Source: an optimization exercise on an open RTL-to-GDS flow (aim: small area and a short achievable clock period). Production flows keep margins and buffers that such runs may drop. RTL that was checked went through simulation tests only; none was proved equivalent to the original.

==> inputs of run a <==
## DOUBLY_PIPELINE
module DOUBLY_PIPELINE(clk,xi,yi,r,ang,xf,yf);
input signed [15:0] xi,yi;
input clk;
output signed [15:0] r,ang;
output signed [15:0] xf,yf;
reg signed [15:0] xr, yr;
reg signed [15:0] a2,a3,a4,a5,a6,a7,a8;
reg signed [15:0] b2,b3,b4,b5,b6,b7;
reg        t2;
reg [1:0]  t3;
reg [2:0]  t4;
reg [3:0]  t5;
reg [4:0]  t6;
reg [5:0]  t7;
reg [5:0]  t8;
reg signed [15:0] x2,x3,x4,x5,x6,x7,x8;
reg signed [15:0] y2,y3,y4,y5,y6,y7,y8;
reg signed [15:0] r_q, xf_q, yf_q;
reg [13:0] ang_q;
reg svn2, svn3, svn4, svn5, svn6;         
reg dxn1, dxn2, dxn3, dxn4, dxn5, dxn6;   
wire [15:0] sc_r, sc_x, sc_y;
reg a8sn, x8sn, y8sn;
scale16 u_sr(.v(a8), .vn15(a8sn), .q(sc_r));
scale16 u_sx(.v(x8), .vn15(x8sn), .q(sc_x));
scale16 u_sy(.v(y8), .vn15(y8sn), .q(sc_y));
wire signed [15:0] a1, b1;
wire c_a1, c_b1;
add_skl16 u_a1(.a(xr), .b(yr), .cin(1'b0), .s(a1), .cout(c_a1));
add_skl16 u_b1(.a(yr), .b(~xr), .cin(1'b1), .s(b1), .cout(c_b1));
wire signed [15:0] sh_a2 = b1 >>> 1;
wire [15:0] n_a2; wire co_a2;
add_skl16 u_a2(.a(a1), .b(sh_a2 ^ {16{b1[15]}}), .cin(b1[15]), .s(n_a2), .cout(co_a2));
wire signed [15:0] sh_b2 = a1 >>> 1;
wire [15:0] n_b2; wire co_b2;
add_skl16 u_b2(.a(b1), .b(sh_b2 ^ {16{~b1[15]}}), .cin(~b1[15]), .s(n_b2), .cout(co_b2));
wire signed [15:0] sh_x2 = b1 >>> 1;
wire [15:0] n_x2; wire co_x2;
add_skl16 u_x2(.a(a1), .b(sh_x2 ^ {16{~dxn1}}), .cin(~dxn1), .s(n_x2), .cout(co_x2));
  ...
==> flow/config.mk <==
export PLATFORM = sky130hd
export DESIGN_NAME = DOUBLY_PIPELINE
export DESIGN_NICKNAME = DOUBLY_PIPELINE
export VERILOG_FILES = /design/flow/design.v
export SDC_FILE = /design/flow/constraint.sdc
export NUM_CORES = 4
export LEC_CHECK = 0
export CAP_MARGIN = 20
export CORE_MARGIN = 2
export CORE_UTILIZATION = 40
export CTS_CLUSTER_DIAMETER = 200
export CTS_CLUSTER_SIZE = 25
export SLEW_MARGIN = 20
==> flow/constraint.sdc <==
create_clock -name core_clock -period 22.0 [get_ports {clk}]
set_input_delay 4.4000 -clock core_clock [delete_from_list [all_inputs] [get_ports {clk}]]
set_output_delay 4.4000 -clock core_clock [all_outputs]
set_load 0.01 [all_outputs]
standard.sh (not shown) runs the stock make flow with config.mk's settings and CLKGATE_MAP_FILE= SYNTH_SCRIPT=/design/flow/synth_recipe.tcl, a recipe that flattens the netlist after the stock synthesis.
==> flow/flow/run.sh <==
#!/bin/bash
set -euo pipefail
export BUFFER_PORTS_ARGS="-buffer_cell sky130_fd_sc_hd__buf_2"
bash standard.sh > standard_flow.log 2>&1
==> inputs of run b, as changes to run a <==
--- a/flow/design.v
+++ b/flow/design.v
@@ -17,16 +17,15 @@
 reg signed [15:0] y2,y3,y4,y5,y6,y7,y8;
 reg signed [15:0] r_q, xf_q, yf_q;
 reg [13:0] ang_q;
 reg svn2, svn3, svn4, svn5, svn6;         
 reg dxn1, dxn2, dxn3, dxn4, dxn5, dxn6;   
 wire [15:0] sc_r, sc_x, sc_y;
-reg a8sn, x8sn, y8sn;
-scale16 u_sr(.v(a8), .vn15(a8sn), .q(sc_r));
-scale16 u_sx(.v(x8), .vn15(x8sn), .q(sc_x));
-scale16 u_sy(.v(y8), .vn15(y8sn), .q(sc_y));
+scale16 u_sr(.v(a8), .q(sc_r));
+scale16 u_sx(.v(x8), .q(sc_x));
+scale16 u_sy(.v(y8), .q(sc_y));
 wire signed [15:0] a1, b1;
 wire c_a1, c_b1;
 add_skl16 u_a1(.a(xr), .b(yr), .cin(1'b0), .s(a1), .cout(c_a1));
 add_skl16 u_b1(.a(yr), .b(~xr), .cin(1'b1), .s(b1), .cout(c_b1));
 wire signed [15:0] sh_a2 = b1 >>> 1;
 wire [15:0] n_a2; wire co_a2;
@@ -45,37 +44,37 @@
 add_skl10 u_a3(.a(a2), .b(sh_a3 ^ {16{b2[15]}}), .cin(b2[15]), .s(n_a3), .cout(co_a3));
 wire signed [15:0] sh_b3 = a2 >>> 2;
 wire [15:0] n_b3; wire co_b3;
 add_skl10 u_b3(.a(b2), .b(sh_b3 ^ {16{svn2}}), .cin(svn2), .s(n_b3), .cout(co_b3));
 wire signed [15:0] sh_a4 = b3 >>> 3;
 wire [15:0] n_a4; wire co_a4;
-add_skl6 u_a4(.a(a3), .b(sh_a4 ^ {16{b3[15]}}), .cin(b3[15]), .s(n_a4), .cout(co_a4));
+add_skl10 u_a4(.a(a3), .b(sh_a4 ^ {16{b3[15]}}), .cin(b3[15]), .s(n_a4), .cout(co_a4));
 wire signed [15:0] sh_b4 = a3 >>> 3;
 wire [15:0] n_b4; wire co_b4;
 add_skl10 u_b4(.a(b3), .b(sh_b4 ^ {16{svn3}}), .cin(svn3), .s(n_b4), .cout(co_b4));
 wire signed [15:0] sh_a5 = b4 >>> 4;
 wire [15:0] n_a5; wire co_a5;
-add_skl6 u_a5(.a(a4), .b(sh_a5 ^ {16{b4[15]}}), .cin(b4[15]), .s(n_a5), .cout(co_a5));
+add_skl10 u_a5(.a(a4), .b(sh_a5 ^ {16{b4[15]}}), .cin(b4[15]), .s(n_a5), .cout(co_a5));
 wire signed [15:0] sh_b5 = a4 >>> 4;
 wire [15:0] n_b5; wire co_b5;
 add_skl10 u_b5(.a(b4), .b(sh_b5 ^ {16{svn4}}), .cin(svn4), .s(n_b5), .cout(co_b5));
 wire signed [15:0] sh_a6 = b5 >>> 5;
 wire [15:0] n_a6; wire co_a6;
-add_skl6 u_a6(.a(a5), .b(sh_a6 ^ {16{b5[15]}}), .cin(b5[15]), .s(n_a6), .cout(co_a6));
+add_skl10 u_a6(.a(a5), .b(sh_a6 ^ {16{b5[15]}}), .cin(b5[15]), .s(n_a6), .cout(co_a6));
 wire signed [15:0] sh_b6 = a5 >>> 5;
 wire [15:0] n_b6; wire co_b6;
 add_skl10 u_b6(.a(b5), .b(sh_b6 ^ {16{svn5}}), .cin(svn5), .s(n_b6), .cout(co_b6));
 wire signed [15:0] sh_a7 = b6 >>> 6;
 wire [15:0] n_a7; wire co_a7;
-add_skl6 u_a7(.a(a6), .b(sh_a7 ^ {16{b6[15]}}), .cin(b6[15]), .s(n_a7), .cout(co_a7));
+add_skl10 u_a7(.a(a6), .b(sh_a7 ^ {16{b6[15]}}), .cin(b6[15]), .s(n_a7), .cout(co_a7));
 wire signed [15:0] sh_b7 = a6 >>> 6;
 wire [15:0] n_b7; wire co_b7;
 add_skl10 u_b7(.a(b6), .b(sh_b7 ^ {16{svn6}}), .cin(svn6), .s(n_b7), .cout(co_b7));
 wire signed [15:0] sh_a8 = b7 >>> 7;
 wire [15:0] n_a8; wire co_a8;
-add_skl6 u_a8(.a(a7), .b(sh_a8 ^ {16{b7[15]}}), .cin(b7[15]), .s(n_a8), .cout(co_a8));
+add_skl10 u_a8(.a(a7), .b(sh_a8 ^ {16{b7[15]}}), .cin(b7[15]), .s(n_a8), .cout(co_a8));
 wire signed [15:0] sh_x3 = y2 >>> 2;
 wire [15:0] n_x3; wire co_x3;
 add_skl10 u_x3(.a(x2), .b(sh_x3 ^ {16{~dxn2}}), .cin(~dxn2), .s(n_x3), .cout(co_x3));
 wire signed [15:0] sh_y3 = x2 >>> 2;
 wire [15:0] n_y3; wire co_y3;
 add_skl10 u_y3(.a(y2), .b(sh_y3 ^ {16{~t4[1]}}), .cin(~t4[1]), .s(n_y3), .cout(co_y3));
@@ -102,16 +101,16 @@
 add_skl10 u_x7(.a(x6), .b(sh_x7 ^ {16{~dxn6}}), .cin(~dxn6), .s(n_x7), .cout(co_x7));
 wire signed [15:0] sh_y7 = x6 >>> 6;
 wire [15:0] n_y7; wire co_y7;
 add_skl10 u_y7(.a(y6), .b(sh_y7 ^ {16{~t8[5]}}), .cin(~t8[5]), .s(n_y7), .cout(co_y7));
 wire signed [15:0] sh_x8 = y7 >>> 7;
 wire [15:0] n_x8; wire co_x8;
-add_skl6 u_x8(.a(x7), .b(sh_x8 ^ {16{1'b1}}), .cin(1'b1), .s(n_x8), .cout(co_x8));
+add_skl10 u_x8(.a(x7), .b(sh_x8 ^ {16{1'b1}}), .cin(1'b1), .s(n_x8), .cout(co_x8));
 wire signed [15:0] sh_y8 = x7 >>> 7;
 wire [15:0] n_y8; wire co_y8;
-add_skl6 u_y8(.a(y7), .b(sh_y8 ^ {16{1'b0}}), .cin(1'b0), .s(n_y8), .cout(co_y8));
+add_skl10 u_y8(.a(y7), .b(sh_y8 ^ {16{1'b0}}), .cin(1'b0), .s(n_y8), .cout(co_y8));
 wire [13:0] ang_half = 14'd4928 - (t8[0] ? 14'd2657 : 14'd0) - (t8[1] ? 14'd1404 : 14'd0)
                      - (t8[2] ? 14'd713 : 14'd0) - (t8[3] ? 14'd358 : 14'd0)
                      - (t8[4] ? 14'd179 : 14'd0) - (t8[5] ? 14'd89 : 14'd0);
 always @(posedge clk) begin
   xr <= xi;
   yr <= yi;
@@ -133,13 +132,12 @@
   x3 <= n_x3; y3 <= n_y3;
   x4 <= n_x4; y4 <= n_y4;
   x5 <= n_x5; y5 <= n_y5;
   x6 <= n_x6; y6 <= n_y6;
   x7 <= n_x7; y7 <= n_y7;
   x8 <= n_x8; y8 <= n_y8;
-  a8sn <= ~n_a8[15]; x8sn <= ~n_x8[15]; y8sn <= ~n_y8[15];
   r_q   <= sc_r;
   xf_q  <= sc_x;
   yf_q  <= sc_y;
   ang_q <= ang_half;
   svn2 <= ~n_b2[15];
   svn3 <= ~n_b3[15];
@@ -246,44 +244,14 @@
 assign s[12] = p[12] ^ gg28;
 assign s[13] = p[13] ^ gg29;
 assign s[14] = p[14] ^ gg30;
 assign s[15] = p[15] ^ gg31;
 assign cout = gg32;
 endmodule
-module add_skl6(input [15:0] a, b, input cin, output [15:0] s, output cout);
-wire [15:0] p = a ^ b; wire [15:0] g = a & b;
-wire gg0 = g[0] | (p[0] & cin);
-wire gg1 = g[2] | (p[2] & g[1]); wire pp1 = p[2] & p[1];
-wire gg2 = g[4] | (p[4] & g[3]); wire pp2 = p[4] & p[3];
-wire gg3 = g[1] | (p[1] & gg0);
-wire gg4 = gg1 | (pp1 & gg0);
-wire gg5 = g[5] | (p[5] & gg2); wire pp5 = p[5] & pp2;
-wire gg6 = g[3] | (p[3] & gg4);
-wire gg7 = gg2 | (pp2 & gg4);
-wire gg8 = gg5 | (pp5 & gg4);
-assign s[0] = p[0] ^ cin;
-assign s[1] = p[1] ^ gg0;
-assign s[2] = p[2] ^ gg3;
-assign s[3] = p[3] ^ gg4;
-assign s[4] = p[4] ^ gg6;
-assign s[5] = p[5] ^ gg7;
-wire [16:6] c; assign c[6] = gg8;
-assign s[6] = a[6]^b[6]^c[6]; assign c[7] = (a[6]&b[6]) | (c[6]&(a[6]^b[6]));
-assign s[7] = a[7]^b[7]^c[7]; assign c[8] = (a[7]&b[7]) | (c[7]&(a[7]^b[7]));
-assign s[8] = a[8]^b[8]^c[8]; assign c[9] = (a[8]&b[8]) | (c[8]&(a[8]^b[8]));
-assign s[9] = a[9]^b[9]^c[9]; assign c[10] = (a[9]&b[9]) | (c[9]&(a[9]^b[9]));
-assign s[10] = a[10]^b[10]^c[10]; assign c[11] = (a[10]&b[10]) | (c[10]&(a[10]^b[10]));
-assign s[11] = a[11]^b[11]^c[11]; assign c[12] = (a[11]&b[11]) | (c[11]&(a[11]^b[11]));
-assign s[12] = a[12]^b[12]^c[12]; assign c[13] = (a[12]&b[12]) | (c[12]&(a[12]^b[12]));
-assign s[13] = a[13]^b[13]^c[13]; assign c[14] = (a[13]&b[13]) | (c[13]&(a[13]^b[13]));
-assign s[14] = a[14]^b[14]^c[14]; assign c[15] = (a[14]&b[14]) | (c[14]&(a[14]^b[14]));
-assign s[15] = a[15]^b[15]^c[15]; assign c[16] = (a[15]&b[15]) | (c[15]&(a[15]^b[15]));
-assign cout = c[16];
-endmodule
-module scale16(input [15:0] v, input vn15, output [15:0] q);
-wire [15:0] nv = {vn15, ~v[14:0]};
+module scale16(input [15:0] v, output [15:0] q);
+wire [15:0] nv = ~v;
 wire fs0 = v[13] ^ v[7]; wire fc0 = v[13] & v[7];
 wire fs1 = v[14] ^ v[8] ^ v[5]; wire fc1 = (v[14] & v[8]) | (v[14] & v[5]) | (v[8] & v[5]);
 wire fs2 = nv[12] ^ nv[10]; wire fc2 = nv[12] & nv[10];
 wire fs3 = v[9] ^ v[6] ^ nv[15]; wire fc3 = (v[9] & v[6]) | (v[9] & nv[15]) | (v[6] & nv[15]);
 wire fs4 = v[13] ^ v[11] ^ v[3]; wire fc4 = (v[13] & v[11]) | (v[13] & v[3]) | (v[11] & v[3]);
 wire fs5 = v[10] ^ v[7] ^ nv[14]; wire fc5 = (v[10] & v[7]) | (v[10] & nv[14]) | (v[7] & nv[14]);
==> flow/run.sh (new file) <==
#!/bin/bash
# synth_recipe.tcl (not shown) runs the flow's synth.tcl, then flattens the netlist and writes it again
# the make line also repeats each setting of config.mk as NAME=value (left out here)
make -C /OpenROAD-flow-scripts/flow DESIGN_CONFIG=/design/flow/config.mk WORK_HOME=/design/flow/orfs CLKGATE_MAP_FILE= SYNTH_SCRIPT=/design/flow/synth_recipe.tcl finish
removed: flow/flow/run.sh
removed: flow/standard.sh
==> inputs of run c, as changes to run a <==
--- a/flow/design.v
+++ b/flow/design.v
@@ -17,16 +17,15 @@
 reg signed [15:0] y2,y3,y4,y5,y6,y7,y8;
 reg signed [15:0] r_q, xf_q, yf_q;
 reg [13:0] ang_q;
 reg svn2, svn3, svn4, svn5, svn6;         
 reg dxn1, dxn2, dxn3, dxn4, dxn5, dxn6;   
 wire [15:0] sc_r, sc_x, sc_y;
-reg a8sn, x8sn, y8sn;
-scale16 u_sr(.v(a8), .vn15(a8sn), .q(sc_r));
-scale16 u_sx(.v(x8), .vn15(x8sn), .q(sc_x));
-scale16 u_sy(.v(y8), .vn15(y8sn), .q(sc_y));
+scale16 u_sr(.v(a8), .q(sc_r));
+scale16 u_sx(.v(x8), .q(sc_x));
+scale16 u_sy(.v(y8), .q(sc_y));
 wire signed [15:0] a1, b1;
 wire c_a1, c_b1;
 add_skl16 u_a1(.a(xr), .b(yr), .cin(1'b0), .s(a1), .cout(c_a1));
 add_skl16 u_b1(.a(yr), .b(~xr), .cin(1'b1), .s(b1), .cout(c_b1));
 wire signed [15:0] sh_a2 = b1 >>> 1;
 wire [15:0] n_a2; wire co_a2;
@@ -45,37 +44,37 @@
 add_skl10 u_a3(.a(a2), .b(sh_a3 ^ {16{b2[15]}}), .cin(b2[15]), .s(n_a3), .cout(co_a3));
 wire signed [15:0] sh_b3 = a2 >>> 2;
 wire [15:0] n_b3; wire co_b3;
 add_skl10 u_b3(.a(b2), .b(sh_b3 ^ {16{svn2}}), .cin(svn2), .s(n_b3), .cout(co_b3));
 wire signed [15:0] sh_a4 = b3 >>> 3;
 wire [15:0] n_a4; wire co_a4;
-add_skl6 u_a4(.a(a3), .b(sh_a4 ^ {16{b3[15]}}), .cin(b3[15]), .s(n_a4), .cout(co_a4));
+add_skl10 u_a4(.a(a3), .b(sh_a4 ^ {16{b3[15]}}), .cin(b3[15]), .s(n_a4), .cout(co_a4));
 wire signed [15:0] sh_b4 = a3 >>> 3;
 wire [15:0] n_b4; wire co_b4;
 add_skl10 u_b4(.a(b3), .b(sh_b4 ^ {16{svn3}}), .cin(svn3), .s(n_b4), .cout(co_b4));
 wire signed [15:0] sh_a5 = b4 >>> 4;
 wire [15:0] n_a5; wire co_a5;
-add_skl6 u_a5(.a(a4), .b(sh_a5 ^ {16{b4[15]}}), .cin(b4[15]), .s(n_a5), .cout(co_a5));
+add_skl10 u_a5(.a(a4), .b(sh_a5 ^ {16{b4[15]}}), .cin(b4[15]), .s(n_a5), .cout(co_a5));
 wire signed [15:0] sh_b5 = a4 >>> 4;
 wire [15:0] n_b5; wire co_b5;
 add_skl10 u_b5(.a(b4), .b(sh_b5 ^ {16{svn4}}), .cin(svn4), .s(n_b5), .cout(co_b5));
 wire signed [15:0] sh_a6 = b5 >>> 5;
 wire [15:0] n_a6; wire co_a6;
-add_skl6 u_a6(.a(a5), .b(sh_a6 ^ {16{b5[15]}}), .cin(b5[15]), .s(n_a6), .cout(co_a6));
+add_skl10 u_a6(.a(a5), .b(sh_a6 ^ {16{b5[15]}}), .cin(b5[15]), .s(n_a6), .cout(co_a6));
 wire signed [15:0] sh_b6 = a5 >>> 5;
 wire [15:0] n_b6; wire co_b6;
 add_skl10 u_b6(.a(b5), .b(sh_b6 ^ {16{svn5}}), .cin(svn5), .s(n_b6), .cout(co_b6));
 wire signed [15:0] sh_a7 = b6 >>> 6;
 wire [15:0] n_a7; wire co_a7;
-add_skl6 u_a7(.a(a6), .b(sh_a7 ^ {16{b6[15]}}), .cin(b6[15]), .s(n_a7), .cout(co_a7));
+add_skl10 u_a7(.a(a6), .b(sh_a7 ^ {16{b6[15]}}), .cin(b6[15]), .s(n_a7), .cout(co_a7));
 wire signed [15:0] sh_b7 = a6 >>> 6;
 wire [15:0] n_b7; wire co_b7;
 add_skl10 u_b7(.a(b6), .b(sh_b7 ^ {16{svn6}}), .cin(svn6), .s(n_b7), .cout(co_b7));
 wire signed [15:0] sh_a8 = b7 >>> 7;
 wire [15:0] n_a8; wire co_a8;
-add_skl6 u_a8(.a(a7), .b(sh_a8 ^ {16{b7[15]}}), .cin(b7[15]), .s(n_a8), .cout(co_a8));
+add_skl10 u_a8(.a(a7), .b(sh_a8 ^ {16{b7[15]}}), .cin(b7[15]), .s(n_a8), .cout(co_a8));
 wire signed [15:0] sh_x3 = y2 >>> 2;
 wire [15:0] n_x3; wire co_x3;
 add_skl10 u_x3(.a(x2), .b(sh_x3 ^ {16{~dxn2}}), .cin(~dxn2), .s(n_x3), .cout(co_x3));
 wire signed [15:0] sh_y3 = x2 >>> 2;
 wire [15:0] n_y3; wire co_y3;
 add_skl10 u_y3(.a(y2), .b(sh_y3 ^ {16{~t4[1]}}), .cin(~t4[1]), .s(n_y3), .cout(co_y3));
@@ -102,16 +101,16 @@
 add_skl10 u_x7(.a(x6), .b(sh_x7 ^ {16{~dxn6}}), .cin(~dxn6), .s(n_x7), .cout(co_x7));
 wire signed [15:0] sh_y7 = x6 >>> 6;
 wire [15:0] n_y7; wire co_y7;
 add_skl10 u_y7(.a(y6), .b(sh_y7 ^ {16{~t8[5]}}), .cin(~t8[5]), .s(n_y7), .cout(co_y7));
 wire signed [15:0] sh_x8 = y7 >>> 7;
 wire [15:0] n_x8; wire co_x8;
-add_skl6 u_x8(.a(x7), .b(sh_x8 ^ {16{1'b1}}), .cin(1'b1), .s(n_x8), .cout(co_x8));
+add_skl10 u_x8(.a(x7), .b(sh_x8 ^ {16{1'b1}}), .cin(1'b1), .s(n_x8), .cout(co_x8));
 wire signed [15:0] sh_y8 = x7 >>> 7;
 wire [15:0] n_y8; wire co_y8;
-add_skl6 u_y8(.a(y7), .b(sh_y8 ^ {16{1'b0}}), .cin(1'b0), .s(n_y8), .cout(co_y8));
+add_skl10 u_y8(.a(y7), .b(sh_y8 ^ {16{1'b0}}), .cin(1'b0), .s(n_y8), .cout(co_y8));
 wire [13:0] ang_half = 14'd4928 - (t8[0] ? 14'd2657 : 14'd0) - (t8[1] ? 14'd1404 : 14'd0)
                      - (t8[2] ? 14'd713 : 14'd0) - (t8[3] ? 14'd358 : 14'd0)
                      - (t8[4] ? 14'd179 : 14'd0) - (t8[5] ? 14'd89 : 14'd0);
 always @(posedge clk) begin
   xr <= xi;
   yr <= yi;
@@ -133,13 +132,12 @@
   x3 <= n_x3; y3 <= n_y3;
   x4 <= n_x4; y4 <= n_y4;
   x5 <= n_x5; y5 <= n_y5;
   x6 <= n_x6; y6 <= n_y6;
   x7 <= n_x7; y7 <= n_y7;
   x8 <= n_x8; y8 <= n_y8;
-  a8sn <= ~n_a8[15]; x8sn <= ~n_x8[15]; y8sn <= ~n_y8[15];
   r_q   <= sc_r;
   xf_q  <= sc_x;
   yf_q  <= sc_y;
   ang_q <= ang_half;
   svn2 <= ~n_b2[15];
   svn3 <= ~n_b3[15];
@@ -246,44 +244,14 @@
 assign s[12] = p[12] ^ gg28;
 assign s[13] = p[13] ^ gg29;
 assign s[14] = p[14] ^ gg30;
 assign s[15] = p[15] ^ gg31;
 assign cout = gg32;
 endmodule
-module add_skl6(input [15:0] a, b, input cin, output [15:0] s, output cout);
-wire [15:0] p = a ^ b; wire [15:0] g = a & b;
-wire gg0 = g[0] | (p[0] & cin);
-wire gg1 = g[2] | (p[2] & g[1]); wire pp1 = p[2] & p[1];
-wire gg2 = g[4] | (p[4] & g[3]); wire pp2 = p[4] & p[3];
-wire gg3 = g[1] | (p[1] & gg0);
-wire gg4 = gg1 | (pp1 & gg0);
-wire gg5 = g[5] | (p[5] & gg2); wire pp5 = p[5] & pp2;
-wire gg6 = g[3] | (p[3] & gg4);
-wire gg7 = gg2 | (pp2 & gg4);
-wire gg8 = gg5 | (pp5 & gg4);
-assign s[0] = p[0] ^ cin;
-assign s[1] = p[1] ^ gg0;
-assign s[2] = p[2] ^ gg3;
-assign s[3] = p[3] ^ gg4;
-assign s[4] = p[4] ^ gg6;
-assign s[5] = p[5] ^ gg7;
-wire [16:6] c; assign c[6] = gg8;
-assign s[6] = a[6]^b[6]^c[6]; assign c[7] = (a[6]&b[6]) | (c[6]&(a[6]^b[6]));
-assign s[7] = a[7]^b[7]^c[7]; assign c[8] = (a[7]&b[7]) | (c[7]&(a[7]^b[7]));
-assign s[8] = a[8]^b[8]^c[8]; assign c[9] = (a[8]&b[8]) | (c[8]&(a[8]^b[8]));
-assign s[9] = a[9]^b[9]^c[9]; assign c[10] = (a[9]&b[9]) | (c[9]&(a[9]^b[9]));
-assign s[10] = a[10]^b[10]^c[10]; assign c[11] = (a[10]&b[10]) | (c[10]&(a[10]^b[10]));
-assign s[11] = a[11]^b[11]^c[11]; assign c[12] = (a[11]&b[11]) | (c[11]&(a[11]^b[11]));
-assign s[12] = a[12]^b[12]^c[12]; assign c[13] = (a[12]&b[12]) | (c[12]&(a[12]^b[12]));
-assign s[13] = a[13]^b[13]^c[13]; assign c[14] = (a[13]&b[13]) | (c[13]&(a[13]^b[13]));
-assign s[14] = a[14]^b[14]^c[14]; assign c[15] = (a[14]&b[14]) | (c[14]&(a[14]^b[14]));
-assign s[15] = a[15]^b[15]^c[15]; assign c[16] = (a[15]&b[15]) | (c[15]&(a[15]^b[15]));
-assign cout = c[16];
-endmodule
-module scale16(input [15:0] v, input vn15, output [15:0] q);
-wire [15:0] nv = {vn15, ~v[14:0]};
+module scale16(input [15:0] v, output [15:0] q);
+wire [15:0] nv = ~v;
 wire fs0 = v[13] ^ v[7]; wire fc0 = v[13] & v[7];
 wire fs1 = v[14] ^ v[8] ^ v[5]; wire fc1 = (v[14] & v[8]) | (v[14] & v[5]) | (v[8] & v[5]);
 wire fs2 = nv[12] ^ nv[10]; wire fc2 = nv[12] & nv[10];
 wire fs3 = v[9] ^ v[6] ^ nv[15]; wire fc3 = (v[9] & v[6]) | (v[9] & nv[15]) | (v[6] & nv[15]);
 wire fs4 = v[13] ^ v[11] ^ v[3]; wire fc4 = (v[13] & v[11]) | (v[13] & v[3]) | (v[11] & v[3]);
 wire fs5 = v[10] ^ v[7] ^ nv[14]; wire fc5 = (v[10] & v[7]) | (v[10] & nv[14]) | (v[7] & nv[14]);
--- a/flow/config.mk
+++ b/flow/config.mk
@@ -4,10 +4,11 @@
 export VERILOG_FILES = /design/flow/design.v
 export SDC_FILE = /design/flow/constraint.sdc
 export NUM_CORES = 4
 export LEC_CHECK = 0
 export CAP_MARGIN = 20
 export CORE_MARGIN = 2
-export CORE_UTILIZATION = 40
+export CORE_UTILIZATION = 65
 export CTS_CLUSTER_DIAMETER = 200
 export CTS_CLUSTER_SIZE = 25
+export PLACE_DENSITY = 0.75
 export SLEW_MARGIN = 20
==> metrics.yaml <==
layout:
  multi_input_area_mm2: 0.0242
timing:
  finalCritPeriodShare_pct: 27.0
global_route:
  use_met1_pct: 18.3
  grt_max_degree: 26
outcome:
  status: "no timing/DRC/antenna violations"
synthesis:
  yosys-top-cells-count: "inv_1, dfxtp_1, ha_1"
# the run above: run a

==> metrics.yaml <==
outcome:
  status: "no timing/DRC/antenna violations"
timing:
  finalCritPeriodShare_pct: 26.7
global_route:
  use_met1_pct: 17.9
layout:
  multi_input_area_mm2: 0.0245
# the run above: run b

==> metrics.yaml <==
outcome:
  status: "no timing/DRC/antenna violations"
layout:
  instances_no_fill: 4419
synthesis:
  yosys.area_share.simple_pct: 3.72
  yosys-top-cells-count: "inv_1, dfxtp_1, ha_1"
global_route:
  use_met1_pct: 27.8
  grt_max_degree: 31
timing:
  finalCritPeriodShare_pct: 25.9
setup_path:
  setup.worst_path.start: "a8[15]"
# the run above: run c

No functional check of the RTL was part of run a.

port drivers added, routing unchanged:
The results above use ideal ports. As a check the final layouts listed here were re-extracted and re-timed, cells and wires unchanged. Step 1, drivers: a clkbuf_16 drives clk and a buf_2 each remaining input, both assumed. Step 2 adds t to the input delays and takes it off the output delays; t is the mean of the earliest and latest rising clock arrival at the registers after step 1. Input paths then give back, and output paths get back, about the clock's delay inside the block. Slacks: ideal / step 1 / step 2; pairs: ideal / step 1.
run	t, ns	setup slack, ns	worst setup path at the end
run a	0.657	16.052 / 16.052 / 16.052	register to register
run b	0.657	16.128 / 16.068 / 16.435	register to register
run c	0.654	16.293 / 16.293 / 16.293	register to register
After both steps setup and hold are still met in every run listed.
